This is an optimization exercise on Yosys and OpenROAD, whose aim is small area, not a production implementation. Where RTL was checked, it was by simulation tests only, not by an equivalence proof against the original. Power and IR drop assume default switching activity.

## mscc_top
module mscc_top
(
  input  wire        clk,
  input  wire        resetb,
  output wire [15:2] ram_iaddr,
  input  wire [31:0] ram_irdata,
  output wire [15:2] ram_addr,
  output wire [3:0]  ram_wstrb,
  input  wire [31:0] ram_rdata,
  output wire [31:0] ram_wdata,
  input  wire [7:0]  gpio_in,
  output wire [7:0]  gpio_out,
  output wire [7:0]  gpio_dir
);
Settings: LEC_CHECK=0, CAP_MARGIN=15, CELL_PAD_IN_SITES_DETAIL_PLACEMENT=2, CELL_PAD_IN_SITES_GLOBAL_PLACEMENT=3, CORE_MARGIN=2, CORE_UTILIZATION=30, CTS_CLUSTER_DIAMETER=60, CTS_CLUSTER_SIZE=18, GPL_TIMING_DRIVEN=1, SETUP_SLACK_MARGIN=0.4, SLEW_MARGIN=15, SYNTH_HIERARCHICAL=1, SYNTH_MINIMUM_KEEP_SIZE=0; clock period 15.0 ns.
run.sh (not shown) runs the stock make flow with config.mk's settings and CLKGATE_MAP_FILE= SYNTH_SCRIPT=/design/flow/synth_recipe.tcl, a recipe that flattens the netlist after the stock synthesis.
Then changed:
--- a/flow/design.v
+++ b/flow/design.v
@@ -175,26 +175,31 @@
     if (c_mcycleh)   csr_rdata = csr_rdata | mcycle[63:32];
     if (c_minstreth) csr_rdata = csr_rdata | minstret[63:32];
   end
   wire [31:0] csr_opnd = f3[2] ? {27'b0, inst[19:15]} : rs1;
   wire [31:0] csr_wval = (f3[1:0] == 2'b01) ? csr_opnd
                        : (f3[1:0] == 2'b10) ? (csr_rdata | csr_opnd)
                        : (csr_rdata & ~csr_opnd);
   wire csr_go = csr_op & ~init_exc;
   wire csr_we = csr_go & (f3[1:0] == 2'b01 | inst[19:15] != 5'd0);
   wire csr_rd = csr_go & inst[11:7] != 5'd0 & c_impl;
   wire [31:0] csr_dnext = perf ? 32'b0 : csr_rd ? csr_rdata : csr_dout;
   wire ill_csr = csr_op & ~c_impl & ~perf & ~xb_bubble;
-  wire [31:0] sh_l  = rs1 << op2[4:0];
-  wire [31:0] sh_r  = $signed({inst[30] & rs1[31], rs1}) >>> op2[4:0];
+  wire        sh_left = ~f3[2];
+  reg  [31:0] rs1_rev, sh_l;
+  always @(*) for (i = 0; i < 32; i = i + 1) rs1_rev[i] = rs1[31-i];
+  wire [31:0] sh_in = sh_left ? rs1_rev : rs1;
+  wire [32:0] sh_o  = $signed({~sh_left & inst[30] & rs1[31], sh_in}) >>> op2[4:0];
+  always @(*) for (i = 0; i < 32; i = i + 1) sh_l[i] = sh_o[31-i];
+  wire [31:0] sh_r  = sh_o[31:0];
   reg  [31:0] alu;
   always @(*) begin
     case (f3)
       3'b000: alu = sum[31:0];
       3'b001: alu = sh_l;
       3'b010: alu = {31'b0, lts};
       3'b011: alu = {31'b0, ltu};
       3'b100: alu = rs1 ^ op2;
       3'b101: alu = sh_r;
       3'b110: alu = rs1 | op2;
       default: alu = rs1 & op2;
     endcase
@@ -321,14 +326,24 @@
       if (w_out) gout <= xb_res[7:0];
       if (w_dir) gdir <= xb_res[7:0];
       mtime <= {w_mth ? xb_res : mtime_inc[63:32],
                 w_mtl ? xb_res : mtime_inc[31:0]};
       if (w_cmpl) mtimecmp[31:0] <= xb_res;
       if (w_cmph) mtimecmp[63:32] <= xb_res;
       if (mtime == mtimecmp) irq <= 1'b1;
       else if (w_cmpl | w_cmph) irq <= 1'b0;
     end
   end
 endmodule
 module mscc_ao31 (input wire [30:0] s, input wire [30:0] d, output wire y);
-  assign y = |(s & d);
+  wire [10:0] g;
+  genvar k;
+  generate for (k = 0; k < 10; k = k + 1) begin : G
+    mscc_aoi222 u (.a1(s[3*k]), .a2(d[3*k]), .b1(s[3*k+1]), .b2(d[3*k+1]),
+                   .c1(s[3*k+2]), .c2(d[3*k+2]), .y(g[k]));
+  end endgenerate
+  assign g[10] = ~(s[30] & d[30]);
+  assign y = ~&g;
+endmodule
+module mscc_aoi222 (input wire a1, a2, b1, b2, c1, c2, output wire y);
+  assign y = ~((a1 & a2) | (b1 & b2) | (c1 & c2));
 endmodule
Result: Die area is lower by 3.5%; via count went down by 5.4%; power is higher by 0.66%; global-route usage falls by 1.2 points; combinational power came out lower by about 4%; core utilization is lower by 0.16 points; final area went down by 3.8%.
Function not checked in the first run of this note: the RTL went through the layout flow alone.

-- static timing again, ports no longer ideal --
The results above use ideal ports. As a check the final layouts listed here were re-extracted and re-timed, cells and wires unchanged. Step 1, drivers: a clkbuf_16 drives clk and a buf_2 each remaining input, both assumed. Step 2 times the ports against the registers' clock, not the clock port: input delays grow and output delays shrink by t, the midpoint of the rising clock arrivals with the driver on. Slacks: ideal ports / drivers / drivers and shift; pairs: ideal ports / drivers.
run | shift t [ns] | setup WS [ns] | worst register clock-pin slew, ns | cell pins on the clock port's net
the first run | 0.990 | 0.133 / 0.099 / 0.099 | 0.09 / 0.09 | 1
the second run | 0.972 | 0.462 / 0.436 / 0.436 | 0.08 / 0.08 | 1
After both steps every run listed still meets setup and hold. The setup slack of the first run, which loses most, moves by -0.034 ns with the drivers and by -0.034 ns with both steps.
